What follows belongs to an exercise in optimizing a design on an open flow for small area and a short achievable clock period; a production flow would make more cautious choices.
RTL that was checked went through simulation tests only; none was proved equivalent to the original.
Function not checked in run 3: the RTL went through the layout flow alone.
No activity file was given, so power comes from the tool's default toggle rates.

### flow/config.mk
export PLATFORM = sky130hd
export DESIGN_NAME = CPU
export DESIGN_NICKNAME = CPU
export VERILOG_FILES = /design/flow/design.v
export SDC_FILE = /design/flow/constraint.sdc
export NUM_CORES = 4
export LEC_CHECK = 0
export CAP_MARGIN = 20
export CORE_MARGIN = 2
export CORE_UTILIZATION = 40
export SLEW_MARGIN = 20
### flow/constraint.sdc
create_clock -name core_clock -period 36.0 [get_ports {clk}]
set_input_delay 7.2000 -clock core_clock [delete_from_list [all_inputs] [get_ports {clk}]]
set_output_delay 7.2000 -clock core_clock [all_outputs]
set_load 0.01 [all_outputs]
### flow/design.v
module ArithmeticLU(
  input [18:0] r1,
  input [18:0] r2,
  input [4:0] Opcode,
  output reg [18:0] r3
);
  wire sub = Opcode == 5'b00010;
  wire inc = Opcode == 5'b00101;
  wire dec = Opcode == 5'b00110;
  wire [18:0] y = (inc | dec) ? {19{dec}} : (sub ? ~r2 : r2);
  wire [18:0] sum = r1 + y + {18'b0, sub | inc};
  always @(*)
    case (Opcode)
      5'b00001, 5'b00010, 5'b00101, 5'b00110: r3 = sum;
      5'b00011: r3 = r1 * r2;
      5'b00111: r3 = r1 & r2;
      5'b01000: r3 = r1 | r2;
      5'b01001: r3 = r1 ^ r2;
      5'b01010: r3 = ~r1;
      default:  r3 = r1;
    endcase
endmodule
module SubGe #(parameter W = 1) (
  input [W-1:0] Y,
  input [W-1:0] K,
  output ge,
  output [W-1:0] d
);
  wire [W-1:0] g [0:5];
  wire [W-1:0] p [0:5];
  assign g[0] = ~Y & K;
  assign p[0] = ~Y | K;
  genvar l, i;
  generate
    for (l = 0; l < 5; l = l + 1) begin : lv
      for (i = 0; i < W; i = i + 1) begin : b
        if (i >= (1 << l)) begin : c
          assign g[l+1][i] = g[l][i] | (p[l][i] & g[l][i - (1 << l)]);
          assign p[l+1][i] = p[l][i] & p[l][i - (1 << l)];
        end else begin : n
          assign g[l+1][i] = g[l][i];
          assign p[l+1][i] = p[l][i];
        end
      end
    end
    if (W == 1) begin : w1
      assign d = K;
    end else begin : wn
      assign d = K ^ {g[5][W-2:0], 1'b0};
    end
  endgenerate
  assign ge = ~g[5][W-1];
endmodule
module DivStep #(parameter S = 0) (
  input [18:0] P,
  input a,
  input [18:0] B,
  output [18:0] Po,
  output q
);
  localparam W = S + 1;
  wire [W-1:0] X;
  wire hz;
  generate
    if (S == 0) begin : g0
      assign X = a;
    end else begin : gn
      assign X = {P[S-1:0], a};
    end
    if (S == 18) begin : h18
      assign hz = 1'b1;
    end else begin : hn
      assign hz = ~|B[18:S+1];
    end
  endgenerate
  wire ge;
  wire [W-1:0] d;
  SubGe #(.W(W)) sub(.Y(X), .K(B[S:0]), .ge(ge), .d(d));
  assign q = hz & ge;
  wire [W-1:0] r = X ^ ({W{q}} & d);
  generate
    if (S == 18) begin : o18
      assign Po = r;
    end else begin : on
      assign Po = {{(18-S){1'b0}}, r};
    end
  endgenerate
endmodule
module DivStep2 #(parameter S = 0) (
  input [18:0] P,
  input a1,
  input a2,
  input [18:0] B,
  input [20:0] B3,
  output [18:0] Po,
  output q1,
  output q2
);
  localparam W = S + 2;
  wire [W-1:0] Y;
  generate
    if (S == 0) begin : g0
      assign Y = {a1, a2};
    end else begin : gn
      assign Y = {P[S-1:0], a1, a2};
    end
  endgenerate
  wire [21:0] K1 = {3'b0, B};
  wire [21:0] K2 = {2'b0, B, 1'b0};
  wire [21:0] K3 = {1'b0, B3};
  wire g1, g2, g3;
  wire [W-1:0] d1, d2, d3;
  SubGe #(.W(W)) s1(.Y(Y), .K(K1[W-1:0]), .ge(g1), .d(d1));
  SubGe #(.W(W)) s2(.Y(Y), .K(K2[W-1:0]), .ge(g2), .d(d2));
  SubGe #(.W(W)) s3(.Y(Y), .K(K3[W-1:0]), .ge(g3), .d(d3));
  wire ge1 = ~|K1[21:W] & g1;
  wire ge2 = ~|K2[21:W] & g2;
  wire ge3 = ~|K3[21:W] & g3;
  assign q1 = ge2;
  assign q2 = ge2 ? ge3 : ge1;
  wire [W-1:0] r = Y ^ (ge3 ? d3 : ge2 ? d2 : ge1 ? d1 : {W{1'b0}});
  generate
    if (W == 19) begin : o19
      assign Po = r;
    end else begin : on
      assign Po = {{(19-W){1'b0}}, r};
    end
  endgenerate
endmodule
module DivSteps #(parameter FIRST = 0, parameter LAST = 19, parameter R2 = 0) (
  input [18:0] P,
  input [18:0] AQ,
  input [18:0] B,
  input [20:0] B3,
  output [18:0] Po,
  output [18:0] AQo
);
  localparam PS = (FIRST > R2) ? FIRST : R2;    
  wire [18:0] p [FIRST:LAST];
  wire [18:0] aq [FIRST:LAST];
  assign p[FIRST] = P;
  assign aq[FIRST] = AQ;
  genvar s;
  generate
    for (s = FIRST; s < LAST; s = s + 1) begin : st
      if (s < PS || ((s - PS) % 2 == 0 && s + 1 == LAST)) begin : one
        wire q;
        DivStep #(.S(s)) step(.P(p[s]), .a(aq[s][18]), .B(B), .Po(p[s+1]), .q(q));
        assign aq[s+1] = {aq[s][17:0], q};
      end else if ((s - PS) % 2 == 0) begin : two
        wire q1, q2;
        DivStep2 #(.S(s)) step(.P(p[s]), .a1(aq[s][18]), .a2(aq[s][17]), .B(B), .B3(B3),
                               .Po(p[s+2]), .q1(q1), .q2(q2));
        assign aq[s+2] = {aq[s][16:0], q1, q2};
      end
    end
  endgenerate
  assign Po = p[LAST];
  assign AQo = aq[LAST];
endmodule
module ControlUnit(
  input [4:0] Opcode,
  output register_write,
  output is_div,
  output is_load,
  output is_store,
  output sel_res,      
  output branch,
  output jump,         
  output call,
  output ret
);
  assign is_div   = Opcode == 5'b00100;
  assign is_load  = Opcode == 5'b10000;
  assign is_store = Opcode == 5'b10001;
  assign branch   = Opcode == 5'b01011 || Opcode == 5'b01100;
  assign jump     = Opcode == 5'b01101 || Opcode == 5'b01110;
  assign call     = Opcode == 5'b01110;
  assign ret      = Opcode == 5'b01111;
  assign sel_res  = (Opcode >= 5'b00001 && Opcode <= 5'b01101 && !is_div) || is_store;
  assign register_write = (Opcode >= 5'b00001 && Opcode <= 5'b01010) || is_load ||
                          Opcode == 5'b10010 || Opcode == 5'b10011 || Opcode == 5'b10100;
endmodule
module MemoryInterface(
  input clk,
  input reset,
  input [3:0] address,
  input [18:0] write_data,
  input memory_write,
  output [18:0] read_data
);
  reg [18:0] memory [0:15];
  reg [15:0] valid;
  assign read_data = valid[address] ? memory[address] : 19'b0;
  always @(posedge clk)
    if (memory_write)
      memory[address] <= write_data;
  integer i;
  always @(posedge clk or posedge reset)
    if (reset)
      valid <= 16'b0;
    else
      for (i = 0; i < 16; i = i + 1)
        if (memory_write && address == i)
          valid[i] <= 1'b1;
endmodule
module RegisterFile(
  input clk,
  input reset,
  input [7:0] r1, r2,
  input [2:0] r3,
  input [18:0] write_data,
  input register_write,
  output [18:0] read_data1,
  output [18:0] read_data2
);
  reg [18:0] registers [0:7];
  reg [7:0] valid;
  wire [18:0] d1 [0:8];
  wire [18:0] d2 [0:8];
  assign d1[0] = 19'b0;
  assign d2[0] = 19'b0;
  genvar g;
  generate
    for (g = 0; g < 8; g = g + 1) begin : rd
      assign d1[g+1] = d1[g] | (registers[g] & {19{r1[g] & valid[g]}});
      assign d2[g+1] = d2[g] | (registers[g] & {19{r2[g] & valid[g]}});
    end
  endgenerate
  assign read_data1 = d1[8];
  assign read_data2 = d2[8];
  integer i;
  always @(posedge clk)
    if (register_write)
      registers[r3] <= write_data;
  always @(posedge clk or posedge reset)
    if (reset)
      valid <= 8'b0;
    else
      for (i = 0; i < 8; i = i + 1)
        if (register_write && r3 == i)
          valid[i] <= 1'b1;
endmodule
module CPU(
  input clk,
  input reset,
  input [18:0] instruction,
  output reg [18:0] r3,
  output [14:0] Pc
);
  localparam T1 = 6;
  localparam T2 = 13;
  localparam R2 = 4;
  reg [14:0] Pc_register;
  reg [14:0] Link_register;
  assign Pc = Pc_register;
  wire [14:0] Pc_next = Pc_register + 15'd1;
  reg [4:0] If_Id_Opcode;
  reg [7:0] If_Id_rs1, If_Id_rs2;
  reg [2:0] If_Id_rd;
  reg [14:0] If_Id_Pc1;
  always @(posedge clk) begin
    If_Id_Opcode <= instruction[18:14];
    If_Id_rs1 <= 8'b1 << instruction[14:12];
    If_Id_rs2 <= 8'b1 << instruction[11:9];
    If_Id_rd <= instruction[8:6];
    If_Id_Pc1 <= Pc_next;
  end
  wire [4:0] id_op = If_Id_Opcode;
  reg [2:0] Memory_Wb_rd;
  reg Memory_Wb_write;
  wire [18:0] A, B;
  RegisterFile register_file(
    .clk(clk),
    .reset(reset),
    .r1(If_Id_rs1),
    .r2(If_Id_rs2),
    .r3(Memory_Wb_rd),
    .write_data(r3),
    .register_write(Memory_Wb_write),
    .read_data1(A),
    .read_data2(B)
  );
  wire id_register_write, id_div, id_load, id_store, id_sel_res, id_branch, id_jump, id_call, id_ret;
  ControlUnit control(
    .Opcode(id_op),
    .register_write(id_register_write),
    .is_div(id_div),
    .is_load(id_load),
    .is_store(id_store),
    .sel_res(id_sel_res),
    .branch(id_branch),
    .jump(id_jump),
    .call(id_call),
    .ret(id_ret)
  );
  wire [18:0] id_res;
  ArithmeticLU alu(.r1(A), .r2(B), .Opcode(id_op), .r3(id_res));
  wire [18:0] id_P, id_AQ;
  wire [20:0] B3 = {2'b0, B} + {1'b0, B, 1'b0};
  DivSteps #(.FIRST(0), .LAST(T1), .R2(R2)) div1(.P(19'b0), .AQ(A), .B(B), .B3(B3), .Po(id_P), .AQo(id_AQ));
  reg [18:0] Id_Ex_res, Id_Ex_B, Id_Ex_P, Id_Ex_AQ;
  reg [20:0] Id_Ex_B3;
  reg [2:0] Id_Ex_rd;
  reg Id_Ex_register_write, Id_Ex_div, Id_Ex_load, Id_Ex_store, Id_Ex_sel_res;
  reg Id_Ex_take, Id_Ex_call, Id_Ex_ret;
  always @(posedge clk) begin
    Id_Ex_res <= id_res;
    Id_Ex_B <= B;
    Id_Ex_B3 <= B3;
    Id_Ex_P <= id_P;
    Id_Ex_AQ <= id_AQ;
    Id_Ex_rd <= If_Id_rd;
    Id_Ex_register_write <= id_register_write;
    Id_Ex_div <= id_div;
    Id_Ex_load <= id_load;
    Id_Ex_store <= id_store;
    Id_Ex_sel_res <= id_sel_res;
    Id_Ex_take <= id_jump | (id_branch && A == B);
    Id_Ex_call <= id_call;
    Id_Ex_ret <= id_ret;
  end
  always @(posedge clk or posedge reset)
    if (reset)
      Pc_register <= 15'b0;
    else if (Id_Ex_ret)
      Pc_register <= Link_register;
    else if (Id_Ex_take)
      Pc_register <= Id_Ex_res[14:0];
    else
      Pc_register <= Pc_next;
  reg reset_seen;    
  always @(posedge clk or posedge reset)
    if (reset)
      reset_seen <= 1'b1;
    else
      reset_seen <= 1'b0;
  always @(posedge clk or posedge reset)
    if (reset)
      Link_register <= 15'b0;
    else if (id_call)
      Link_register <= If_Id_Pc1;
    else if (reset_seen && Id_Ex_call)
      Link_register <= 15'd1;
  wire [18:0] ex_P, ex_AQ;
  DivSteps #(.FIRST(T1), .LAST(T2), .R2(R2)) div2(.P(Id_Ex_P), .AQ(Id_Ex_AQ), .B(Id_Ex_B), .B3(Id_Ex_B3), .Po(ex_P), .AQo(ex_AQ));
  reg [18:0] Ex_Memory_res, Ex_Memory_B, Ex_Memory_P, Ex_Memory_AQ;
  reg [20:0] Ex_Memory_B3;
  reg [2:0] Ex_Memory_rd;
  reg Ex_Memory_register_write, Ex_Memory_div, Ex_Memory_load, Ex_Memory_store, Ex_Memory_sel_res;
  always @(posedge clk) begin
    Ex_Memory_res <= Id_Ex_res;
    Ex_Memory_B <= Id_Ex_B;
    Ex_Memory_B3 <= Id_Ex_B3;
    Ex_Memory_P <= ex_P;
    Ex_Memory_AQ <= ex_AQ;
    Ex_Memory_rd <= Id_Ex_rd;
    Ex_Memory_register_write <= Id_Ex_register_write;
    Ex_Memory_div <= Id_Ex_div;
    Ex_Memory_load <= Id_Ex_load;
    Ex_Memory_store <= Id_Ex_store;
    Ex_Memory_sel_res <= Id_Ex_sel_res;
  end
  wire [18:0] memory_data;
  MemoryInterface memory_interface(
    .clk(clk),
    .reset(reset),
    .address(Ex_Memory_res[3:0]),
    .write_data(Ex_Memory_B),
    .memory_write(Ex_Memory_store),
    .read_data(memory_data)
  );
  wire [18:0] mem_P, quotient;
  DivSteps #(.FIRST(T2), .LAST(19), .R2(R2)) div3(.P(Ex_Memory_P), .AQ(Ex_Memory_AQ), .B(Ex_Memory_B), .B3(Ex_Memory_B3), .Po(mem_P), .AQo(quotient));
  wire sel_div = Ex_Memory_div && Ex_Memory_B != 19'b0;    
  always @(posedge clk) begin
    r3 <= ({19{sel_div}} & quotient) |
          ({19{Ex_Memory_load}} & memory_data) |
          ({19{Ex_Memory_sel_res}} & Ex_Memory_res);
    Memory_Wb_rd <= Ex_Memory_rd;
    Memory_Wb_write <= Ex_Memory_register_write;
  end
endmodule
### flow/flow/run.sh
#!/bin/bash
# Standard ORFS layout (the standard.sh, standard synthesis unchanged), with
# two changes to how the layout is made:
#  - port buffers are buf_2 cells instead of the resizer's default delay cells;
#  - timing repair aims for the slack the design can reach at its real speed
#    (a setup margin), so it upsizes the slowest paths.
# The clock period, I/O delays and loads are the design's (constraint.sdc).
set -euo pipefail
export BUFFER_PORTS_ARGS="-buffer_cell sky130_fd_sc_hd__buf_2"
export SETUP_SLACK_MARGIN=27.5
bash standard.sh > standard.log 2>&1
### flow/standard.sh
#!/bin/bash
# synth_recipe.tcl (not shown) runs the flow's synth.tcl, then flattens the netlist and writes it again
# the make line also repeats each setting of config.mk as NAME=value (left out here)
make -C /OpenROAD-flow-scripts/flow DESIGN_CONFIG=/design/flow/config.mk WORK_HOME=/design/flow/orfs CLKGATE_MAP_FILE= SYNTH_SCRIPT=/design/flow/synth_recipe.tcl "${@:-finish}"
==> reports/metrics.sh, run 1 <==
WHS_ENDPOINT='Memory_Wb_rd[2]'
SYNTHMUXAREASHARE_PCT=5.61
SYNTHCELLS=4267
SYNTHFLOPTYPE='sky130_fd_sc_hd__edfxtp_1'
DIE-WIDTH_UM=343
CPMAXSTAGEDELAYCELL='sky130_fd_sc_hd__or3_1'
CTS.HOLD.BUFFERS_ADDED=0
DRT_PRE_ANTENNA_ITERS=6
FINAL_DESIGN_AREA_NO_FILL_MM2=0.0552
PEAK_CLOCK_FREQUENCY_SUPPORTED_BY_TIMING_MHz=113
DIE_AREA_MM2=0.118
TRITONCTS_CLOCK_TREE='built'
WORSTSETUPSTARTPOINTTYPE='flip-flop'
FINAL_PERIOD_MINUS_WORST_SETUP_SLACK_PS=8860
SYNTH-ADDER-AREA-SHARE_PCT=12.4
PLACEABLECOREAREA_MM2=0.114
WORSTSETUPENDPOINTTYPE='flip-flop'
P_INT_W=0.00267
GR-TOTAL-OVERFLOW=0
SEQ_POWER_SHARE_PCT=25.0
CLOCK_LATENCY_ON_THE_WORST_SKEW_PAIR_PS=700
SYN_AREA_MM2=0.0460
YOSYSWARNINGS=19
LARGEST_NET_DEGREE_AT_THE_START_OF_GLOBAL_ROUTING=56
DRT_DRC_VIOLATIONS_LEFT=0
LAUNCH_POINT_OF_THE_WORST_REG_TO_REG_PATH='Id_Ex_B3[0]'
R2R_END='Ex_Memory_P[0]'
TIMING_WORST_SETUP_PATH_TYPE='reg2reg'
SHARE_CLK_OF_TOTAL_POWER_PCT=18.5
POST-SYNTH-TOP-AREA-FRACTION_PCT=29.7
PATH_CATEGORY_OF_THE_WORST_MIN_DELAY_CHECK='reg2reg'
VIA_COUNT_OF_THE_FIRST_GLOBAL_ROUTING_PASS=35400
NUMPORTBUFFERS=48
SYNTH_XOR_XNOR_AREA_SHARE_PCT=6.37
HOLD_VIOLATIONS=0
CLOCK_TREE.BUFFER_DEPTH=3
DETAILED_PLACE.AREA_MM2=0.0482
POWER-PER-CELL-AREA_mW_PER_MM2=85.2
DP_HPWL_MM=98.8
RRSETUPSLACK_PS=27140
MAX_CAP_VIOL_COUNT=0
HOLDCRITSTARTPOINT='Ex_Memory_rd[2]'
VDD_IR_DROP_MAX_mV=0.0599
NUMCTSBUFFERS=81
POWER.SWITCHING_FRACTION_PCT=43.2
WORST_SLEW_PIN_SLEW_PS=1170
TIMING.CRITICAL_PATH.FANOUT_MAX=8
TIMING.CRITICAL_PATH.REQUIRED_PS=36610
STATIC-LEAKAGE-POWER_nW=20.7
SYNTH_EDF_COUNT=456
GRT.TOTAL_USAGE_PCT=25.3
YOSYS.AREA.TOP_TYPE='sky130_fd_sc_hd__edfxtp_1'
ANTENNA_VIOLATING_NETS_POST_ROUTE=0
CLK_PIN_SLEW_WORST_PATHS_PS=60
FIN_CRIT_SH_PCT=24.6
PLACE.GP.CONGESTION=0.956
FINAL_MAX_SLEW_VIOL_COUNT=0
ANTENNA_FOUND_INITIAL=6
GRT_PASS1_WL_MM=225
DIE_HEIGHT_UM=343
TIMING.MAX_SLEW.REL_SLACK_PCT=21.1
ROWS=124
FF2FF_PATH_DEPTH=32
REPORT.FINAL.SETUP_VIOL=0
SYNTH_TOP_FAMILY_BY_AREA='compound AO/OA/AOI/OAI gates'
YOSYSUNIQUECELLTYPES=114
WORST_HOLD_SLACK_PS=303
YOSYS.AREA_SHARE.SIMPLE_PCT=11.6
WL_PER_CELL_UM=25.0
CPPEAKSTAGEDELAY_PS=440
ROUTED_WL_MM=152
OUTCOME='finished clean'
HOLD-PATH-CELL-COUNT=0
SETUP_TOTAL_NEGATIVE_SLACK_PS=0
CLKSINKCOUNT=765
CP_COMMON_CELL='sky130_fd_sc_hd__maj3_2'
START_UTIL_PCT=40.3
FINAL.SETUP_SKEW_PS=60.9
LAYOUT.CELLS.MOST_COMMON_LIST='sky130_fd_sc_hd__edfxtp_1 (456), sky130_fd_sc_hd__buf_4 (329), sky130_fd_sc_hd__nand2_1 (313)'
NFILLCELLS=10300
SYNTH.AREA.TOP_CELLS='sky130_fd_sc_hd__edfxtp_1 (30%), sky130_fd_sc_hd__dfxtp_1 (11%), sky130_fd_sc_hd__fa_1 (5.5%)'
CTS_MAX_LEVEL=3
TIMING.CRITICAL_PATH.ARRIVAL_PS=9460
SYNTH_FP_NETS=4569
SYN_TO_FINAL_GROWTH_PCT=19.9
LAYOUT_COMMONEST_CELL='sky130_fd_sc_hd__edfxtp_1'
POSTSYNTHREGISTERBITS=765
LAYOUT_CELL_SHARE_WITH_DRIVE_STRENGTH_BEYOND_1_PCT=24.0
SEQUENTIAL_FRACTION_OF_THE_SYNTHESIS_AREA_PCT=43.8
CTS_ROOT_BUF='sky130_fd_sc_hd__clkbuf_16'
ASYNC_FLOP_SHARE_PCT=7.19
SYNTH_COMPOUND_GATE_AREA_SHARE_PCT=15.5
P_SWITCHING_W=0.00203
COUNT_OF_NETS_AFTER_FINISHING=4804
DR.FIRST_ITER.DRC_COUNT=3895
COMBINATIONALPOWERSHARE_PCT=56.5
VIAS=36200
SYN_AREA_PER_CELL_UM2=10.8
GRT_SETUP_UNREPAIRED='yes'
IOS=55
VIAS_PER_CELL=5.96
-- logic make-up (layout without fill, tap and decap cells) --
group,after synthesis,after routing
XOR/XNOR,334,334
adder cells (fa/ha/maj),402,403
AO/OA/AOI/OAI,984,986
multiplexers,133,133
buffers and inverters,567,865
AND/OR/NAND/NOR,1081,1083
flip-flops,765,765
other,1,2
-- cell usage after synthesis, drive strengths merged, types with 49 or more instances --
library cell / instances
xor2: 49
buf: 59
a22oi: 119
mux4: 100
or2: 56
edfxtp: 456
xnor2: 285
a21oi: 149
maj3: 121
dfxtp: 254
dfrtp: 54
a22o: 104
inv: 291
nor2: 276
nand2: 317
a211oi: 49
nor3: 77
o21ai: 146
ha: 155
fa: 126
clkbuf: 203
-- layout make-up --
cell class                      count  area, um^2  share of cell area (%)
Antenna cell                        1        2.50                 0.00453
Clock buffer                      114        2390                    4.33
Clock inverter                     37         434                   0.786
Inverter                          305        1220                    2.21
Multi-Input combinational cell   2940       25600                    46.4
Sequential cell                   765       20300                    36.8
Tap cell                         1512        1890                    3.43
Timing Repair Buffer              409        3330                    6.02
-- power by group through the flow --
stage	Sequential, W	Clock [W]	Combinational, W
after floorplan	0.00110	0	0.00164
after global placement	0.00119	0	0.00215
after detailed placement	0.00119	0	0.00216
after CTS	0.00117	0.000881	0.00248
after global routing	0.00119	0.000918	0.00285
final	0.00118	0.000870	0.00266
-- stage by stage --
stage	total power (W)	std cells	util [%]	setup slack (ps)
finish	0.00470	6083	48.3	27140
global route	0.00496	6082	48.3	26920
CTS	0.00454	6009	47.3	27300
detailed placement	0.00335	5690	42.2	24450
global placement	0.00333	5690	42.2	24450
floorplan	0.00274	4267	-	27520
-- how the worst max path moves through the flow --
stage	depth (start not counted)	endpoint	slack (ps)	startpoint
2_1_floorplan	31	r3[0]	27520	Ex_Memory_B[1]
3_3_place_gp	30	r3[1]	24450	Ex_Memory_B[1]
3_5_place_dp	30	r3[1]	24450	Ex_Memory_B[1]
4_1_cts	35	Ex_Memory_P[10]	27300	Id_Ex_B3[0]
5_1_grt	34	Ex_Memory_P[0]	26920	Id_Ex_P[0]
6_report	32	Ex_Memory_P[0]	27140	Id_Ex_B3[0]
-- routing by layer --
metal,GRT usage [%],share of wire [%],vias to the layer above
met5,0,0,-
met3,4.61,8.2,365
met1,33.9,42,18000
met4,11.1,4.8,0
li1,-,-,16100
met2,40.1,45,1727
-- sequential cells by signal, summed over array words and instances (netlist names), 15 cells and up --
| signal | count |
|---|---|
| Ex_Memory_B3 | 21 |
| r3 | 19 |
| memory_interface.memory | 304 |
| Ex_Memory_AQ | 19 |
| Ex_Memory_B | 18 |
| Pc_register | 15 |
| register_file.registers | 152 |
| memory_interface.valid | 16 |
| Id_Ex_res | 19 |
| Id_Ex_AQ | 19 |
| If_Id_Pc1 | 15 |
| Ex_Memory_res | 19 |
| Id_Ex_B | 18 |
| Id_Ex_B3 | 21 |
| Link_register | 15 |
-- worst max-delay path, delay by kind of cell (launching register included) --
family	cells	cell delay (ps)
simple gates	10	2930
buf+inv	3	490
flops	1	350
fa+ha+maj	5	1870
compound gates	12	2870
xor+xnor	2	280
-- repair_timing --
action | in CTS | in global routing
setup buffers | 159 | 72
pin swaps | 137 | 73
setup endpoints to repair | 56 | 32
cloned | 9 | 1
gates resized for setup | 374 | 132
==> inputs of run 2 (changes only) <==
==> flow/run.sh (new file) <==
#!/bin/bash
# synth_recipe.tcl (not shown) runs the flow's synth.tcl, then flattens the netlist and writes it again
# the make line also repeats each setting of config.mk as NAME=value (left out here)
make -C /OpenROAD-flow-scripts/flow DESIGN_CONFIG=/design/flow/config.mk WORK_HOME=/design/flow/orfs CLKGATE_MAP_FILE= SYNTH_SCRIPT=/design/flow/synth_recipe.tcl finish
removed: flow/flow/run.sh
removed: flow/standard.sh
==> run 2 against run 1 <==
Compared with the run above:
- still clean
- setup slack got worse by 3300 ps
- die area stayed put
- worst hold slack better by 21 ps
- area after synthesis unchanged
- synthesized cell count stayed put
- combinational power fell by 17%
- clock power decreased by 1%
- routed wire length down 4.7%
- clock-buffer cell count is 15 lower
- critical path type unchanged
- critical endpoint is now r3[0]
==> reports/metrics.sh, run 2 <==
DRT_DRC_VIOLATIONS_LEFT=0
POWER.SWITCHING_FRACTION_PCT=42.8
LAYOUT.CELLS.MOST_COMMON_LIST='sky130_fd_sc_hd__edfxtp_1 (456), sky130_fd_sc_hd__nand2_1 (317), sky130_fd_sc_hd__inv_1 (285)'
YOSYS.AREA_SHARE.SIMPLE_PCT=11.6
SYN_TO_FINAL_GROWTH_PCT=11.3
GR-TOTAL-OVERFLOW=0
SEQ_POWER_SHARE_PCT=27.6
LARGEST_NET_DEGREE_AT_THE_START_OF_GLOBAL_ROUTING=56
TIMING.CRITICAL_PATH.FANOUT_MAX=26
SYNTHFLOPTYPE='sky130_fd_sc_hd__edfxtp_1'
DIE_HEIGHT_UM=343
SYN_AREA_MM2=0.0460
FINAL.SETUP_SKEW_PS=44.7
GRT_SETUP_UNREPAIRED='no'
CLOCK_LATENCY_ON_THE_WORST_SKEW_PAIR_PS=680
FF2FF_PATH_DEPTH=28
PLACED_CELLS=5695
P_SWITCHING_W=0.00182
LAYOUT_COMMONEST_CELL='sky130_fd_sc_hd__edfxtp_1'
MAX_CAP_VIOL_COUNT=0
PLACEABLECOREAREA_MM2=0.114
CPMAXSTAGEDELAYCELL='sky130_fd_sc_hd__dfxtp_1'
HOLDCRITSTARTPOINT='Id_Ex_sel_res'
LAUNCH_POINT_OF_THE_WORST_REG_TO_REG_PATH='Ex_Memory_B[2]'
SYNTH_TOP_FAMILY_BY_AREA='compound AO/OA/AOI/OAI gates'
WL_PER_CELL_UM=24.8
TIMING_WORST_SETUP_PATH_TYPE='reg2reg'
OUTCOME='finished clean'
LARGEST_REG_FLOPS=304
FINAL_DESIGN_AREA_NO_FILL_MM2=0.0513
CTS.REPAIR_TIMING.SETUP_BUFFER_COUNT=0
PLACE.GP.CONGESTION=0.947
WORST_HOLD_SLACK_PS=324
DRT_PRE_ANTENNA_ITERS=6
NFILLCELLS=10500
SYNTH.AREA.TOP_CELLS='sky130_fd_sc_hd__edfxtp_1 (30%), sky130_fd_sc_hd__dfxtp_1 (11%), sky130_fd_sc_hd__fa_1 (5.5%)'
DIE-WIDTH_UM=343
PATH_CATEGORY_OF_THE_WORST_MIN_DELAY_CHECK='reg2reg'
REPORT.FINAL.SETUP_VIOL=0
CTS_MAX_LEVEL=3
ASYNC_FLOP_SHARE_PCT=7.19
SYN_AREA_PER_CELL_UM2=10.8
CPPEAKSTAGEDELAY_PS=1070
NUMPORTBUFFERS=48
SYNTH_EDF_COUNT=456
SYNTHMOSTINSTANTIATEDCELL='sky130_fd_sc_hd__edfxtp_1'
MET2_WIRELENGTH_MM=66.5
SYNTHCELLS=4267
WHS_ENDPOINT='Ex_Memory_sel_res'
NETLIST_TOP_CELLS_COUNT='sky130_fd_sc_hd__edfxtp_1 (456), sky130_fd_sc_hd__nand2_1 (317), sky130_fd_sc_hd__inv_1 (286), sky130_fd_sc_hd__xnor2_1 (284), sky130_fd_sc_hd__nor2_1 (276)'
VIAS_PER_CELL=5.95
SYNTH_XOR_XNOR_AREA_SHARE_PCT=6.37
YOSYSUNIQUECELLTYPES=114
CTS.HOLD.BUFFERS_ADDED=0
SHARE_CLK_OF_TOTAL_POWER_PCT=20.3
TIMING.MAX_SLEW.REL_SLACK_PCT=22.2
SYNTH_COMPOUND_GATE_AREA_SHARE_PCT=15.5
CLOCK_TREE.BUFFER_DEPTH=3
GRT.TOTAL_USAGE_PCT=24.3
DP_HPWL_MM=98.6
ANTENNA_FOUND_INITIAL=2
ROWS=124
VIA_COUNT_OF_THE_FIRST_GLOBAL_ROUTING_PASS=34000
SEQCELLAREA_MM2=0.0202
FINAL_PERIOD_MINUS_WORST_SETUP_SLACK_PS=12140
TOP_REGISTER_BY_NUMBER_OF_FLIP_FLOPS='memory_interface.memory'
ANTENNA_VIOLATING_NETS_POST_ROUTE=0
WORSTSETUPENDPOINTTYPE='flip-flop'
CLKSINKCOUNT=765
WORSTSETUPSTARTPOINTTYPE='flip-flop'
POST-SYNTH-TOP-AREA-FRACTION_PCT=29.7
SYNTHMUXAREASHARE_PCT=5.61
DIE_AREA_MM2=0.118
SETUP_TOTAL_NEGATIVE_SLACK_PS=0
NUMCTSBUFFERS=80
POWER-PER-CELL-AREA_mW_PER_MM2=82.8
ROUTED_WL_MM=145
HOLD_VIOLATIONS=0
RRSETUPSLACK_PS=23860
START_UTIL_PCT=40.3
COMBINATIONALPOWERSHARE_PCT=52.1
CTS_ROOT_BUF='sky130_fd_sc_hd__clkbuf_16'
CLK_PIN_SLEW_WORST_PATHS_PS=80
P_INT_W=0.00243
YOSYSWARNINGS=19
SEQUENTIAL_FRACTION_OF_THE_SYNTHESIS_AREA_PCT=43.8
SYNTH-ADDER-AREA-SHARE_PCT=12.4
MULTI_INPUT_GATE_AREA_MM2=0.0238
HOLD-PATH-CELL-COUNT=0
DETAILED_PLACE.AREA_MM2=0.0485
FINAL_MAX_SLEW_VIOL_COUNT=0
PEAK_CLOCK_FREQUENCY_SUPPORTED_BY_TIMING_MHz=82.4
POSTSYNTHREGISTERBITS=765
PLACE_WORST_SETUP_SLACK_PS=24080
HIGHEST_METAL_USED='met4'
R2R_END='r3[0]'
COUNT_OF_NETS_AFTER_FINISHING=4567
DR.FIRST_ITER.DRC_COUNT=3376
DRT-MET1-WL_MM=61.7
IOS=55
VDD_IR_DROP_MAX_mV=0.0560
INSTANCES_NO_FILL=5844
SYNTH_FP_NETS=4569
REG_TOP3='memory_interface.memory: 304 flops, register_file.registers: 152 flops'
GRT_PASS1_WL_MM=216
TRITONCTS_CLOCK_TREE='built'
VIAS=34800
WORST_SLACK_PS=23860
LAYOUT_CELL_SHARE_WITH_DRIVE_STRENGTH_BEYOND_1_PCT=11.8
MET3_WIRELENGTH_MM=10.6
TIMING.CRITICAL_PATH.ARRIVAL_PS=12490
FIN_CRIT_SH_PCT=33.7
STATIC-LEAKAGE-POWER_nW=18.9
YOSYS.AREA.TOP_TYPE='sky130_fd_sc_hd__edfxtp_1'
CTSRESIZECOUNT=0
WORST_SLEW_PIN_SLEW_PS=1170
CP_COMMON_CELL='sky130_fd_sc_hd__maj3_1'
TIMING.CRITICAL_PATH.REQUIRED_PS=36350
## run 2: cell counts after synthesis
No cell type changed its count.
## run 2: per-layer routing
layer	global-route usage, %	vias up
met4	9.84	0
met2	39.0	1455
met5	0	-
met1	33.4	17400
met3	3.05	274
li1	-	15600
## run 2: area by class of cell
cell class / count / area share, %
Tap cell: 1512 / 3.69
Sequential cell: 765 / 39.3
Multi-Input combinational cell: 2935 / 46.5
Timing Repair Buffer: 178 / 2.84
Clock inverter: 48 / 1.23
Inverter: 305 / 2.23
Clock buffer: 99 / 4.18
Antenna cell: 2 / 0.00976
## run 2: how the worst max path moves through the flow
stage                         startpoint               end  slack [ps]  depth (start not counted)
final                     Ex_Memory_B[2]             r3[0]       23860                         28
after CTS                 Ex_Memory_B[2]             r3[0]       24060                         28
after floorplan                    reset  Link_register[0]       27460                          1
after global routing      Ex_Memory_B[2]             r3[0]       23570                         28
after global placement    Ex_Memory_B[2]             r3[0]       24240                         28
after detailed placement  Ex_Memory_B[2]             r3[0]       24080                         28
## run 2: critical path: cells and delay by family (launching register included)
family	cells	cell delay [ps]
AO/OA/AOI/OAI	10	3460
buffers and inverters	1	320
flip-flops	1	1070
XOR/XNOR	1	780
multiplexers	1	110
adder cells (fa/ha/maj)	7	2810
AND/OR/NAND/NOR	8	3270
## run 2: power by group through the flow
stage / Clock (W) / Sequential, W / Combinational (W)
3_5_place_dp: 0 / 0.00119 / 0.00216
3_3_place_gp: 0 / 0.00119 / 0.00214
5_1_grt: 0.000908 / 0.00118 / 0.00240
2_1_floorplan: 0 / 0.00110 / 0.00164
6_report: 0.000861 / 0.00117 / 0.00221
4_1_cts: 0.000875 / 0.00117 / 0.00218
## run 2: cells by family (layout without fill, tap and decap cells)
kind of cell,count (synthesis),in the layout
and+or+nand+nor,1081,1081
AOI/OAI and AO/OA,984,984
DFF,765,765
buffers and inverters,567,630
adders and majority gates,402,402
xor gates and xnor gates,334,334
muxes,133,133
other,1,3
## run 2: through the flow
| stage | util (%) | power [W] |
|---|---|---|
| global route | 44.9 | 0.00450 |
| finish | 44.9 | 0.00424 |
| global placement | 42.4 | 0.00333 |
| detailed placement | 42.4 | 0.00335 |
| CTS | 44.9 | 0.00422 |
| floorplan | - | 0.00274 |
==> inputs of run 3 (changes only) <==
--- a/flow/design.v
+++ b/flow/design.v
@@ -21,5 +21,5 @@
     endcase
 endmodule
-module SubGe #(parameter W = 1) (
+module SubGe #(parameter W = 1, parameter FAST = 0) (
   input [W-1:0] Y,
   input [W-1:0] K,
@@ -27,13 +27,34 @@
   output [W-1:0] d
 );
-  wire [W-1:0] g [0:5];
-  wire [W-1:0] p [0:5];
+  generate
+    if (FAST) begin : f
+      SubGeBK #(.W(W)) s(.Y(Y), .K(K), .ge(ge), .d(d));
+    end else begin : r
+      wire [W:0] c;    
+      assign c[0] = 1'b0;
+      genvar i;
+      for (i = 0; i < W; i = i + 1) begin : b
+        assign c[i+1] = (~Y[i] & K[i]) | ((~Y[i] | K[i]) & c[i]);
+      end
+      assign ge = ~c[W];
+      assign d = K ^ c[W-1:0];
+    end
+  endgenerate
+endmodule
+module SubGeBK #(parameter W = 1) (
+  input [W-1:0] Y,
+  input [W-1:0] K,
+  output ge,
+  output [W-1:0] d
+);
+  wire [W-1:0] g [0:10];
+  wire [W-1:0] p [0:10];
   assign g[0] = ~Y & K;
   assign p[0] = ~Y | K;
   genvar l, i;
   generate
-    for (l = 0; l < 5; l = l + 1) begin : lv
+    for (l = 0; l < 5; l = l + 1) begin : up
       for (i = 0; i < W; i = i + 1) begin : b
-        if (i >= (1 << l)) begin : c
+        if (((i + 1) % (2 << l)) == 0) begin : c
           assign g[l+1][i] = g[l][i] | (p[l][i] & g[l][i - (1 << l)]);
           assign p[l+1][i] = p[l][i] & p[l][i - (1 << l)];
@@ -44,13 +65,24 @@
       end
     end
+    for (l = 0; l < 5; l = l + 1) begin : dn
+      for (i = 0; i < W; i = i + 1) begin : b
+        if (((i + 1) % (1 << (4 - l))) == ((1 << (4 - l)) >> 1) && (i + 1) > (1 << (4 - l)) && l < 4) begin : c
+          assign g[l+6][i] = g[l+5][i] | (p[l+5][i] & g[l+5][i - ((1 << (4 - l)) >> 1)]);
+          assign p[l+6][i] = p[l+5][i] & p[l+5][i - ((1 << (4 - l)) >> 1)];
+        end else begin : n
+          assign g[l+6][i] = g[l+5][i];
+          assign p[l+6][i] = p[l+5][i];
+        end
+      end
+    end
     if (W == 1) begin : w1
       assign d = K;
     end else begin : wn
-      assign d = K ^ {g[5][W-2:0], 1'b0};
+      assign d = K ^ {g[10][W-2:0], 1'b0};
     end
   endgenerate
-  assign ge = ~g[5][W-1];
+  assign ge = ~g[10][W-1];
 endmodule
-module DivStep #(parameter S = 0) (
+module DivStep #(parameter S = 0, parameter RW = 0) (
   input [18:0] P,
   input a,
@@ -76,5 +108,5 @@
   wire ge;
   wire [W-1:0] d;
-  SubGe #(.W(W)) sub(.Y(X), .K(B[S:0]), .ge(ge), .d(d));
+  SubGe #(.W(W), .FAST(W > RW)) sub(.Y(X), .K(B[S:0]), .ge(ge), .d(d));
   assign q = hz & ge;
   wire [W-1:0] r = X ^ ({W{q}} & d);
@@ -87,5 +119,5 @@
   endgenerate
 endmodule
-module DivStep2 #(parameter S = 0) (
+module DivStep2 #(parameter S = 0, parameter RW = 0) (
   input [18:0] P,
   input a1,
@@ -111,7 +143,7 @@
   wire g1, g2, g3;
   wire [W-1:0] d1, d2, d3;
-  SubGe #(.W(W)) s1(.Y(Y), .K(K1[W-1:0]), .ge(g1), .d(d1));
-  SubGe #(.W(W)) s2(.Y(Y), .K(K2[W-1:0]), .ge(g2), .d(d2));
-  SubGe #(.W(W)) s3(.Y(Y), .K(K3[W-1:0]), .ge(g3), .d(d3));
+  SubGe #(.W(W), .FAST(W > RW)) s1(.Y(Y), .K(K1[W-1:0]), .ge(g1), .d(d1));
+  SubGe #(.W(W), .FAST(W > RW)) s2(.Y(Y), .K(K2[W-1:0]), .ge(g2), .d(d2));
+  SubGe #(.W(W), .FAST(W > RW)) s3(.Y(Y), .K(K3[W-1:0]), .ge(g3), .d(d3));
   wire ge1 = ~|K1[21:W] & g1;
   wire ge2 = ~|K2[21:W] & g2;
@@ -128,5 +160,5 @@
   endgenerate
 endmodule
-module DivSteps #(parameter FIRST = 0, parameter LAST = 19, parameter R2 = 0) (
+module DivSteps #(parameter FIRST = 0, parameter LAST = 19, parameter R2 = 0, parameter RW = 0) (
   input [18:0] P,
   input [18:0] AQ,
@@ -146,9 +178,9 @@
       if (s < PS || ((s - PS) % 2 == 0 && s + 1 == LAST)) begin : one
         wire q;
-        DivStep #(.S(s)) step(.P(p[s]), .a(aq[s][18]), .B(B), .Po(p[s+1]), .q(q));
+        DivStep #(.S(s), .RW(RW)) step(.P(p[s]), .a(aq[s][18]), .B(B), .Po(p[s+1]), .q(q));
         assign aq[s+1] = {aq[s][17:0], q};
       end else if ((s - PS) % 2 == 0) begin : two
         wire q1, q2;
-        DivStep2 #(.S(s)) step(.P(p[s]), .a1(aq[s][18]), .a2(aq[s][17]), .B(B), .B3(B3),
+        DivStep2 #(.S(s), .RW(RW)) step(.P(p[s]), .a1(aq[s][18]), .a2(aq[s][17]), .B(B), .B3(B3),
                                .Po(p[s+2]), .q1(q1), .q2(q2));
         assign aq[s+2] = {aq[s][16:0], q1, q2};
@@ -249,7 +281,8 @@
   output [14:0] Pc
 );
-  localparam T1 = 6;
-  localparam T2 = 13;
-  localparam R2 = 4;
+  localparam T1 = 8;
+  localparam T2 = 14;
+  localparam R2 = 19;
+  localparam RW = 12;
   reg [14:0] Pc_register;
   reg [14:0] Link_register;
@@ -295,10 +328,10 @@
     .ret(id_ret)
   );
-  wire [18:0] id_res;
-  ArithmeticLU alu(.r1(A), .r2(B), .Opcode(id_op), .r3(id_res));
   wire [18:0] id_P, id_AQ;
   wire [20:0] B3 = {2'b0, B} + {1'b0, B, 1'b0};
-  DivSteps #(.FIRST(0), .LAST(T1), .R2(R2)) div1(.P(19'b0), .AQ(A), .B(B), .B3(B3), .Po(id_P), .AQo(id_AQ));
-  reg [18:0] Id_Ex_res, Id_Ex_B, Id_Ex_P, Id_Ex_AQ;
+  DivSteps #(.FIRST(0), .LAST(T1), .R2(R2), .RW(RW)) div1(.P(19'b0), .AQ(A), .B(B), .B3(B3), .Po(id_P), .AQo(id_AQ));
+  reg [18:0] Id_Ex_B, Id_Ex_P, Id_Ex_AQ;
+  reg [18:19-T1] Id_Ex_A_high;    
+  reg [4:0] Id_Ex_Opcode;
   reg [20:0] Id_Ex_B3;
   reg [2:0] Id_Ex_rd;
@@ -306,5 +339,6 @@
   reg Id_Ex_take, Id_Ex_call, Id_Ex_ret;
   always @(posedge clk) begin
-    Id_Ex_res <= id_res;
+    Id_Ex_A_high <= A[18:19-T1];
+    Id_Ex_Opcode <= id_op;
     Id_Ex_B <= B;
     Id_Ex_B3 <= B3;
@@ -321,4 +355,5 @@
     Id_Ex_ret <= id_ret;
   end
+  wire [18:0] Id_Ex_A = {Id_Ex_A_high, Id_Ex_AQ[18:T1]};
   always @(posedge clk or posedge reset)
     if (reset)
@@ -327,5 +362,5 @@
       Pc_register <= Link_register;
     else if (Id_Ex_take)
-      Pc_register <= Id_Ex_res[14:0];
+      Pc_register <= Id_Ex_A[14:0];
     else
       Pc_register <= Pc_next;
@@ -343,6 +378,8 @@
     else if (reset_seen && Id_Ex_call)
       Link_register <= 15'd1;
+  wire [18:0] ex_res;
+  ArithmeticLU alu(.r1(Id_Ex_A), .r2(Id_Ex_B), .Opcode(Id_Ex_Opcode), .r3(ex_res));
   wire [18:0] ex_P, ex_AQ;
-  DivSteps #(.FIRST(T1), .LAST(T2), .R2(R2)) div2(.P(Id_Ex_P), .AQ(Id_Ex_AQ), .B(Id_Ex_B), .B3(Id_Ex_B3), .Po(ex_P), .AQo(ex_AQ));
+  DivSteps #(.FIRST(T1), .LAST(T2), .R2(R2), .RW(RW)) div2(.P(Id_Ex_P), .AQ(Id_Ex_AQ), .B(Id_Ex_B), .B3(Id_Ex_B3), .Po(ex_P), .AQo(ex_AQ));
   reg [18:0] Ex_Memory_res, Ex_Memory_B, Ex_Memory_P, Ex_Memory_AQ;
   reg [20:0] Ex_Memory_B3;
@@ -350,5 +387,5 @@
   reg Ex_Memory_register_write, Ex_Memory_div, Ex_Memory_load, Ex_Memory_store, Ex_Memory_sel_res;
   always @(posedge clk) begin
-    Ex_Memory_res <= Id_Ex_res;
+    Ex_Memory_res <= ex_res;
     Ex_Memory_B <= Id_Ex_B;
     Ex_Memory_B3 <= Id_Ex_B3;
@@ -372,5 +409,5 @@
   );
   wire [18:0] mem_P, quotient;
-  DivSteps #(.FIRST(T2), .LAST(19), .R2(R2)) div3(.P(Ex_Memory_P), .AQ(Ex_Memory_AQ), .B(Ex_Memory_B), .B3(Ex_Memory_B3), .Po(mem_P), .AQo(quotient));
+  DivSteps #(.FIRST(T2), .LAST(19), .R2(R2), .RW(RW)) div3(.P(Ex_Memory_P), .AQ(Ex_Memory_AQ), .B(Ex_Memory_B), .B3(Ex_Memory_B3), .Po(mem_P), .AQo(quotient));
   wire sel_div = Ex_Memory_div && Ex_Memory_B != 19'b0;    
   always @(posedge clk) begin
==> flow/flow/run.sh (new file) <==
#!/bin/bash
# Standard ORFS layout (the standard.sh, standard synthesis unchanged), with
# two changes to how the layout is made:
#  - port buffers are buf_2 cells instead of the resizer's default delay cells;
#  - timing repair aims for the slack the design can reach at its real speed
#    (a setup margin), so it upsizes the slowest paths.
# The clock period, I/O delays and loads are the design's (constraint.sdc).
set -euo pipefail
export BUFFER_PORTS_ARGS="-buffer_cell sky130_fd_sc_hd__buf_2"
export SETUP_SLACK_MARGIN=27.5
bash standard.sh > standard.log 2>&1
==> flow/standard.sh (new file) <==
#!/bin/bash
# synth_recipe.tcl (not shown) runs the flow's synth.tcl, then flattens the netlist and writes it again
# the make line also repeats each setting of config.mk as NAME=value (left out here)
make -C /OpenROAD-flow-scripts/flow DESIGN_CONFIG=/design/flow/config.mk WORK_HOME=/design/flow/orfs CLKGATE_MAP_FILE= SYNTH_SCRIPT=/design/flow/synth_recipe.tcl "${@:-finish}"
--- a/flow/config.mk
+++ b/flow/config.mk
@@ -6,6 +6,8 @@
 export NUM_CORES = 4
 export LEC_CHECK = 0
+export ABC_AREA = 1
 export CAP_MARGIN = 20
 export CORE_MARGIN = 2
-export CORE_UTILIZATION = 40
+export CORE_UTILIZATION = 55
+export PLACE_DENSITY = 0.7
 export SLEW_MARGIN = 20
removed: flow/run.sh
==> run 3 against run 2 <==
Compared with the run above:
- critical path depth is 34 higher
- synthesized cell count is 18% higher
- global-route usage up 6.7 points
- setup slack better by 3400 ps
- clock skew down 6.8 ps
- highest routed layer is now met5
- clock power fell by 6.5%
- combinational power is 17% lower
- first-iteration DRC count increased by 10%
- via count up 7.6%
- core utilization rose by 20 points
==> reports/metrics.sh, run 3 <==
CTS_ROOT_BUF='sky130_fd_sc_hd__clkbuf_16'
SYNTHCELLS=5031
START_UTIL_PCT=55.8
LAYOUT_COMMONEST_CELL='sky130_fd_sc_hd__nand2_1'
WL_PER_CELL_UM=20.9
INSTANCES_NO_FILL=6376
LAUNCH_POINT_OF_THE_WORST_REG_TO_REG_PATH='Ex_Memory_B[2]'
ROWS=102
SYN_AREA_MM2=0.0433
SYNTHFLOPTYPE='sky130_fd_sc_hd__edfxtp_1'
FINAL_MAX_SLEW_VIOL_COUNT=0
POSTSYNTHREGISTERBITS=722
HOLDCRITSTARTPOINT='Id_Ex_AQ[6]'
YOSYS.AREA.TOP_TYPE='sky130_fd_sc_hd__edfxtp_1'
SYN_AREA_PER_CELL_UM2=8.61
VIAS_PER_CELL=5.87
LAYOUT.CELLS.MOST_COMMON_LIST='sky130_fd_sc_hd__nand2_1 (1078), sky130_fd_sc_hd__inv_1 (728), sky130_fd_sc_hd__edfxtp_1 (456)'
CLOCK_TREE.BUFFER_DEPTH=3
ANTENNA_VIOLATING_NETS_POST_ROUTE=0
TIMING.CRITICAL_PATH.FANOUT_MAX=15
SYNTH_COMPOUND_GATE_AREA_SHARE_PCT=9.89
ANTENNA_FOUND_INITIAL=7
NETLIST_TOP_CELLS_COUNT='sky130_fd_sc_hd__nand2_1 (1188), sky130_fd_sc_hd__inv_1 (755), sky130_fd_sc_hd__edfxtp_1 (456), sky130_fd_sc_hd__nand3_1 (437), sky130_fd_sc_hd__nor2_1 (279)'
CTS.HOLD.BUFFERS_ADDED=0
WORST_SLEW_PIN_SLEW_PS=1370
PLACEABLECOREAREA_MM2=0.0777
YOSYS.AREA_SHARE.SIMPLE_PCT=23.2
DETAILED_PLACE.AREA_MM2=0.0445
NUMPORTBUFFERS=48
SYNTHMOSTINSTANTIATEDCELL='sky130_fd_sc_hd__nand2_1'
DIE-WIDTH_UM=285
CLK_PIN_SLEW_WORST_PATHS_PS=60
FINAL.SETUP_SKEW_PS=37.9
GR-TOTAL-OVERFLOW=0
CTS_MAX_LEVEL=3
TRITONCTS_CLOCK_TREE='built'
DIE_AREA_MM2=0.0811
LARGEST_NET_DEGREE_AT_THE_START_OF_GLOBAL_ROUTING=91
VIA_COUNT_OF_THE_FIRST_GLOBAL_ROUTING_PASS=34200
SEQCELLAREA_MM2=0.0194
CP_COMMON_CELL='sky130_fd_sc_hd__nand2_1'
IOS=55
VIAS=37400
DRT_PRE_ANTENNA_ITERS=6
TIMING.CRITICAL_PATH.ARRIVAL_PS=9220
NFILLCELLS=6104
CPMAXSTAGEDELAYCELL='sky130_fd_sc_hd__dfxtp_4'
FINAL_DESIGN_AREA_NO_FILL_MM2=0.0508
SYNTH.AREA.TOP_CELLS='sky130_fd_sc_hd__edfxtp_1 (32%), sky130_fd_sc_hd__nand2_1 (10%), sky130_fd_sc_hd__dfxtp_1 (9.7%)'
SETUP_TOTAL_NEGATIVE_SLACK_PS=0
POWER-PER-CELL-AREA_mW_PER_MM2=72.2
MAX_CAP_VIOL_COUNT=0
DP_HPWL_MM=83.5
HOLD_VIOLATIONS=0
SYNTHMUXAREASHARE_PCT=0
CRITPATHLAUNCH='Ex_Memory_B[2]'
ASYNC_FLOP_SHARE_PCT=7.62
STATIC-LEAKAGE-POWER_nW=22.5
CPPEAKSTAGEDELAY_PS=510
FINAL_PERIOD_MINUS_WORST_SETUP_SLACK_PS=8720
LAYOUT_CELL_SHARE_WITH_DRIVE_STRENGTH_BEYOND_1_PCT=19.8
PLACED_CELLS=6006
SYNTH_EDF_COUNT=456
POST-SYNTH-TOP-AREA-FRACTION_PCT=31.6
DIE_HEIGHT_UM=285
PATH_CATEGORY_OF_THE_WORST_MIN_DELAY_CHECK='reg2reg'
SYN_TO_FINAL_GROWTH_PCT=17.2
MULTI_INPUT_GATE_AREA_MM2=0.0216
REPORT.FINAL.SETUP_VIOL=0
ROUTED_WL_MM=133
TIMING.CRITICAL_PATH.REQUIRED_PS=36500
SYNTH_XOR_XNOR_AREA_SHARE_PCT=3.49
YOSYSUNIQUECELLTYPES=82
FIN_CRIT_SH_PCT=24.2
PEAK_CLOCK_FREQUENCY_SUPPORTED_BY_TIMING_MHz=115
TOTAL_POWER_W=0.00367
SYNTH_TOP_FAMILY_BY_AREA='simple AND/OR/NAND/NOR gates'
TIMING.MAX_SLEW.REL_SLACK_PCT=7.16
OUTCOME='finished clean'
TOP_REGISTER_BY_NUMBER_OF_FLIP_FLOPS='memory_interface.memory'
LARGEST_REG_FLOPS=304
VDD_IR_DROP_MAX_mV=0.0504
COUNT_OF_NETS_AFTER_FINISHING=5533
DRT_DRC_VIOLATIONS_LEFT=0
WORSTSETUPENDPOINTTYPE='flip-flop'
TIMING_WORST_SETUP_PATH_TYPE='reg2reg'
DR.FIRST_ITER.DRC_COUNT=3729
GRT_PASS1_WL_MM=194
GRT.TOTAL_USAGE_PCT=31.0
SEQUENTIAL_FRACTION_OF_THE_SYNTHESIS_AREA_PCT=44.5
CLOCK_LATENCY_ON_THE_WORST_SKEW_PAIR_PS=650
SYNTH-ADDER-AREA-SHARE_PCT=9.23
REG_TOP3='memory_interface.memory: 304 flops, register_file.registers: 152 flops'
PLACE.GP.CONGESTION=0.958
NUMCTSBUFFERS=76
GRT_SETUP_UNREPAIRED='yes'
YOSYSWARNINGS=14
CLKSINKCOUNT=722
SYNTH_FP_NETS=5295
WORSTSETUPSTARTPOINTTYPE='flip-flop'
==> run 3: kinds of logic (layout without fill, tap and decap cells) <==
family          count (synthesis)  after routing
buf+inv                       998           1289
xor+xnor                      172            172
flops                         722            722
fa+ha+maj                     245            245
simple gates                 2235           2245
other cells                     1              5
compound gates                658            658
==> run 3: path summary, 6_finish.rpt <==
kind | end | slack (ps) | cells after the start
max | r3[0] | 27280 | 62
max in group asynchronous | memory_interface.valid[12] | 28570 | 3
max reg2reg | r3[0] | 27280 | 62
min in group asynchronous | register_file.valid[4] | 6820 | 3
min | Ex_Memory_AQ[12] | 310 | 0
min reg2reg | Ex_Memory_AQ[12] | 310 | 0
==> run 3: through the flow <==
stage                     worst slack (ps)  util [%]  hold WS [ps]
after floorplan                      28240         -           310
final                                27280      65.4           308
after detailed placement             25390      57.3           313
after CTS                            27350      62.4           303
after global placement               25630      57.2           311
after global routing                 26870      65.3           314
==> run 3: final cells by class <==
cell class              count  share of cell area (%)
well taps                1040                    2.56
diodes                      4                  0.0197
repair inverters            3                  0.0394
repair buffers            350                    5.50
clock buffers              93                    3.97
clock inverters            48                    1.07
multi-input cells        3321                    42.6
inverters                 795                    6.14
flip-flops and latches    722                    38.1
==> run 3: layer usage <==
| layer | vias to the layer above | track usage, % | share of wire, % |
|---|---|---|---|
| met5 | - | 0 | 0.0090 |
| met1 | 17900 | 40.7 | 39 |
| met3 | 445 | 5.32 | 9.4 |
| met2 | 1843 | 49.7 | 46 |
| li1 | 17200 | - | - |
| met4 | 2 | 15.5 | 6.0 |
==> run 3: power by group <==
part / internal [W] / switching, W
Sequential: 0.000964 / 0.0000736
Clock: 0.000457 / 0.000348
Combinational: 0.000654 / 0.00117
==> run 3: critical path: cells and delay by family (launching register included) <==
kind | cells | cell delay, ps
AO/OA/AOI/OAI | 12 | 1860
XOR/XNOR | 2 | 620
adder cells (fa/ha/maj) | 2 | 510
buffers and inverters | 7 | 890
flip-flops | 1 | 510
AND/OR/NAND/NOR | 39 | 4100
==> run 3: timing repair <==
| item | CTS | global route |
|---|---|---|
| pin swaps | 49 | 167 |
| cloned | 7 | 9 |
| resized for setup | 168 | 340 |
| endpoints found under the setup margin | 45 | 27 |
| setup buffers | 85 | 124 |
==> inputs of run 4 (changes only) <==
--- a/flow/design.v
+++ b/flow/design.v
@@ -331,6 +331,5 @@
   wire [20:0] B3 = {2'b0, B} + {1'b0, B, 1'b0};
   DivSteps #(.FIRST(0), .LAST(T1), .R2(R2), .RW(RW)) div1(.P(19'b0), .AQ(A), .B(B), .B3(B3), .Po(id_P), .AQo(id_AQ));
-  reg [18:0] Id_Ex_B, Id_Ex_P, Id_Ex_AQ;
-  reg [18:19-T1] Id_Ex_A_high;    
+  reg [18:0] Id_Ex_A, Id_Ex_B, Id_Ex_P, Id_Ex_AQ;
   reg [4:0] Id_Ex_Opcode;
   reg [20:0] Id_Ex_B3;
@@ -339,5 +338,5 @@
   reg Id_Ex_take, Id_Ex_call, Id_Ex_ret;
   always @(posedge clk) begin
-    Id_Ex_A_high <= A[18:19-T1];
+    Id_Ex_A <= A;
     Id_Ex_Opcode <= id_op;
     Id_Ex_B <= B;
@@ -355,5 +354,4 @@
     Id_Ex_ret <= id_ret;
   end
-  wire [18:0] Id_Ex_A = {Id_Ex_A_high, Id_Ex_AQ[18:T1]};
   always @(posedge clk or posedge reset)
     if (reset)
--- a/flow/config.mk
+++ b/flow/config.mk
@@ -9,5 +9,4 @@
 export CAP_MARGIN = 20
 export CORE_MARGIN = 2
-export CORE_UTILIZATION = 55
-export PLACE_DENSITY = 0.7
+export CORE_UTILIZATION = 40
 export SLEW_MARGIN = 20
==> run 4 against run 3 <==
Compared with the run above:
- non-clock buffer count increased by 16
- combinational power decreased by 2%
- first-iteration DRC count decreased by 13%
- die area increased by 37%
- still clean on timing, DRC and antenna
- register-to-register slack improved by 120 ps
- clock power about the same
- critical path type unchanged
==> reports/metrics.sh, run 4 <==
ROWS=120
POSTSYNTHREGISTERBITS=722
SYNTH_FP_NETS=5303
ROUTED_WL_MM=138
PLACED_CELLS=6384
TOP_REGISTER_BY_NUMBER_OF_FLIP_FLOPS='memory_interface.memory'
NETLIST_TOP_CELLS_COUNT='sky130_fd_sc_hd__nand2_1 (1218), sky130_fd_sc_hd__inv_1 (738), sky130_fd_sc_hd__edfxtp_1 (456), sky130_fd_sc_hd__nand3_1 (445), sky130_fd_sc_hd__nor2_1 (287)'
STATIC-LEAKAGE-POWER_nW=22.7
POWER-PER-CELL-AREA_mW_PER_MM2=70.6
SYNTH_XOR_XNOR_AREA_SHARE_PCT=3.48
PATH_CATEGORY_OF_THE_WORST_MIN_DELAY_CHECK='reg2reg'
LARGEST_REG_FLOPS=304
PLACEABLECOREAREA_MM2=0.107
TIMING.CRITICAL_PATH.ARRIVAL_PS=9140
TIMING.MAX_SLEW.REL_SLACK_PCT=8.32
DRT_PRE_ANTENNA_ITERS=9
SYNTHFLOPTYPE='sky130_fd_sc_hd__edfxtp_1'
LAYOUT_COMMONEST_CELL='sky130_fd_sc_hd__nand2_1'
LAYOUT_CELL_SHARE_WITH_DRIVE_STRENGTH_BEYOND_1_PCT=18.9
NUMPORTBUFFERS=48
REPORT.FINAL.SETUP_VIOL=0
COUNT_OF_NETS_AFTER_FINISHING=5567
TIMING_WORST_SETUP_PATH_TYPE='reg2reg'
SYNTH.AREA.TOP_CELLS='sky130_fd_sc_hd__edfxtp_1 (32%), sky130_fd_sc_hd__nand2_1 (11%), sky130_fd_sc_hd__dfxtp_1 (9.8%)'
SETUP_TOTAL_NEGATIVE_SLACK_PS=0
YOSYS.AREA.TOP_TYPE='sky130_fd_sc_hd__edfxtp_1'
OUTCOME='finished clean'
SEQUENTIAL_FRACTION_OF_THE_SYNTHESIS_AREA_PCT=44.6
IOS=55
SYNTHMUXAREASHARE_PCT=0
CP_COMMON_CELL='sky130_fd_sc_hd__nand2_2'
SYNTH-ADDER-AREA-SHARE_PCT=9.25
INSTANCES_NO_FILL=6770
ASYNC_FLOP_SHARE_PCT=7.62
GR-TOTAL-OVERFLOW=0
SYNTH_COMPOUND_GATE_AREA_SHARE_PCT=9.56
TIMING.CRITICAL_PATH.REQUIRED_PS=36540
YOSYS.AREA_SHARE.SIMPLE_PCT=23.6
POST-SYNTH-TOP-AREA-FRACTION_PCT=31.7
CLK_PIN_SLEW_WORST_PATHS_PS=60
SYN_AREA_MM2=0.0432
LARGEST_NET_DEGREE_AT_THE_START_OF_GLOBAL_ROUTING=92
START_UTIL_PCT=40.3
SYNTH_TOP_FAMILY_BY_AREA='simple AND/OR/NAND/NOR gates'
CTS_ROOT_BUF='sky130_fd_sc_hd__clkbuf_16'
VIA_COUNT_OF_THE_FIRST_GLOBAL_ROUTING_PASS=34200
FIN_CRIT_SH_PCT=23.9
DIE_HEIGHT_UM=333
LAYOUT.CELLS.MOST_COMMON_LIST='sky130_fd_sc_hd__nand2_1 (1122), sky130_fd_sc_hd__inv_1 (720), sky130_fd_sc_hd__edfxtp_1 (456)'
VDD_IR_DROP_MAX_mV=0.0423
MAX_CAP_VIOL_COUNT=0
CTS.HOLD.BUFFERS_ADDED=0
SYN_AREA_PER_CELL_UM2=8.58
FINAL_PERIOD_MINUS_WORST_SETUP_SLACK_PS=8600
SYNTHCELLS=5039
WORST_SLEW_PIN_SLEW_PS=1360
ANTENNA_FOUND_INITIAL=5
REG_TOP3='memory_interface.memory: 304 flops, register_file.registers: 152 flops'
SYN_TO_FINAL_GROWTH_PCT=19.2
CLOCK_LATENCY_ON_THE_WORST_SKEW_PAIR_PS=670
PEAK_CLOCK_FREQUENCY_SUPPORTED_BY_TIMING_MHz=116
DIE-WIDTH_UM=333
FINAL_MAX_SLEW_VIOL_COUNT=0
YOSYSUNIQUECELLTYPES=77
WL_PER_CELL_UM=20.3
TRITONCTS_CLOCK_TREE='built'
WORST_HOLD_SLACK_PS=324
GRT_PASS1_WL_MM=202
ANTENNA_VIOLATING_NETS_POST_ROUTE=0
GRT_SETUP_UNREPAIRED='yes'
DIE_AREA_MM2=0.111
PLACE.GP.CONGESTION=0.917
NFILLCELLS=10000
FINAL.SETUP_SKEW_PS=55.7
TIMING.CRITICAL_PATH.FANOUT_MAX=9
DR.FIRST_ITER.DRC_COUNT=3254
SYNTH_EDF_COUNT=456
SYNTHMOSTINSTANTIATEDCELL='sky130_fd_sc_hd__nand2_1'
YOSYSWARNINGS=14
VIAS_PER_CELL=5.45
CLOCK_TREE.BUFFER_DEPTH=3
CPPEAKSTAGEDELAY_PS=430
WORSTSETUPENDPOINTTYPE='flip-flop'
HOLD_VIOLATIONS=0
CPMAXSTAGEDELAYCELL='sky130_fd_sc_hd__dfrtp_2'
CTS_MAX_LEVEL=3
DP_HPWL_MM=88.0
GRT.TOTAL_USAGE_PCT=23.8
DRT_DRC_VIOLATIONS_LEFT=0
CLKSINKCOUNT=722
NUMCTSBUFFERS=78
VIAS=36900
WORSTSETUPSTARTPOINTTYPE='flip-flop'
## run 4: path summary, 6_finish.rpt
check	start	to	slack (ps)	cells after the start
min in group asynchronous	reset	register_file.valid[5]	6810	3
worst min register to register	Id_Ex_AQ[4]	Ex_Memory_AQ[10]	320	0
worst max-delay path	register_file.valid[2]	Id_Ex_P[4]	27400	83
max in group asynchronous	reset	register_file.valid[7]	28550	3
worst max register to register	register_file.valid[2]	Id_Ex_P[4]	27400	83
worst min-delay path	Id_Ex_AQ[4]	Ex_Memory_AQ[10]	320	0
## run 4: per-layer routing
metal | global-route usage, % | vias to the layer above | wire length [um]
li1 | - | 17300 | -
met1 | 31.5 | 17700 | 56700
met2 | 38.5 | 1586 | 63100
met3 | 3.78 | 326 | 11100
met4 | 10.1 | 2 | 6600
met5 | 0 | - | 10
## run 4: logic make-up after synthesis
family          Yosys count
xor+xnor                172
simple gates           2266
buf+inv                 992
compound gates          641
fa+ha+maj               245
other cells               1
flops                   722
## run 4: cell type report
cell class / count / area, um^2 / area share [%]
Tap cell: 1403 / 1760 / 3.40
Clock buffer: 110 / 2190 / 4.26
Timing Repair inverter: 3 / 22.5 / 0.0437
Timing Repair Buffer: 366 / 2940 / 5.70
Clock inverter: 33 / 405 / 0.786
Sequential cell: 722 / 19400 / 37.6
Multi-Input combinational cell: 3336 / 21700 / 42.1
Antenna cell: 1 / 2.50 / 0.00485
Inverter: 796 / 3120 / 6.05
## run 4: through the flow
stage / worst slack (ps) / utilization (%) / area, um^2 / total power, W
3_5_place_dp: 24830 / 41.9 / 44900 / 0.00252
2_1_floorplan: 28240 / - / 43200 / 0.00216
3_3_place_gp: 24990 / 41.9 / 44900 / 0.00250
5_1_grt: 26800 / 48.1 / 51600 / 0.00390
4_1_cts: 27380 / 46.1 / 49400 / 0.00347
6_report: 27400 / 48.1 / 51600 / 0.00364
## run 4: power by group
part	leakage, nW	switching (W)	internal [W]
clock network	1.25	0.000341	0.000467
logic	14.8	0.00114	0.000648
registers	6.59	0.0000770	0.000964
total	22.7	0.00156	0.00208
## run 4: critical path: cells and delay by family, from the launching register on
family                 cells  cell delay (ps)
buffers and inverters      8              700
AO/OA/AOI/OAI              4              670
flip-flops                 1              430
AND/OR/NAND/NOR           71             6620
## run 4: what timing repair did
action / 4_1_cts / 5_1_grt
hold endpoints to repair: 0 / 0
gates resized for setup: 222 / 279
setup endpoints to repair: 46 / 30
gates cloned: 12 / 7
buffers inserted: 119 / 104
pin swaps: 83 / 160

-- re-timing with driven ports --
How much do the figures lean on ideal ports? The routed layouts below were timed once more, with nothing changed but the port constraints. Step 1, drivers: a clkbuf_16 drives clk and a buf_2 each remaining input, both assumed. Step 2, shift: input delay + t, output delay - t, t = (earliest + latest rising clock arrival at the registers) / 2. This alone moves slack from input paths to output paths. Slacks: no drivers / after step 1 / after step 2; pairs: no drivers / after step 1.
run	shift t [ns]	slack for setup (ns)	latest minus earliest clock arrival (ns)	worst register clock-pin slew, ns
run 1	0.736	27.143 / 27.143 / 27.143	0.062 / 0.061	0.07 / 0.07
run 2	0.726	23.863 / 23.863 / 23.863	0.045 / 0.045	0.08 / 0.08
run 3	0.705	27.285 / 27.285 / 27.285	0.039 / 0.038	0.07 / 0.07
run 4	0.720	27.402 / 27.402 / 27.402	0.057 / 0.057	0.06 / 0.06
After both steps every run listed still meets setup and hold.
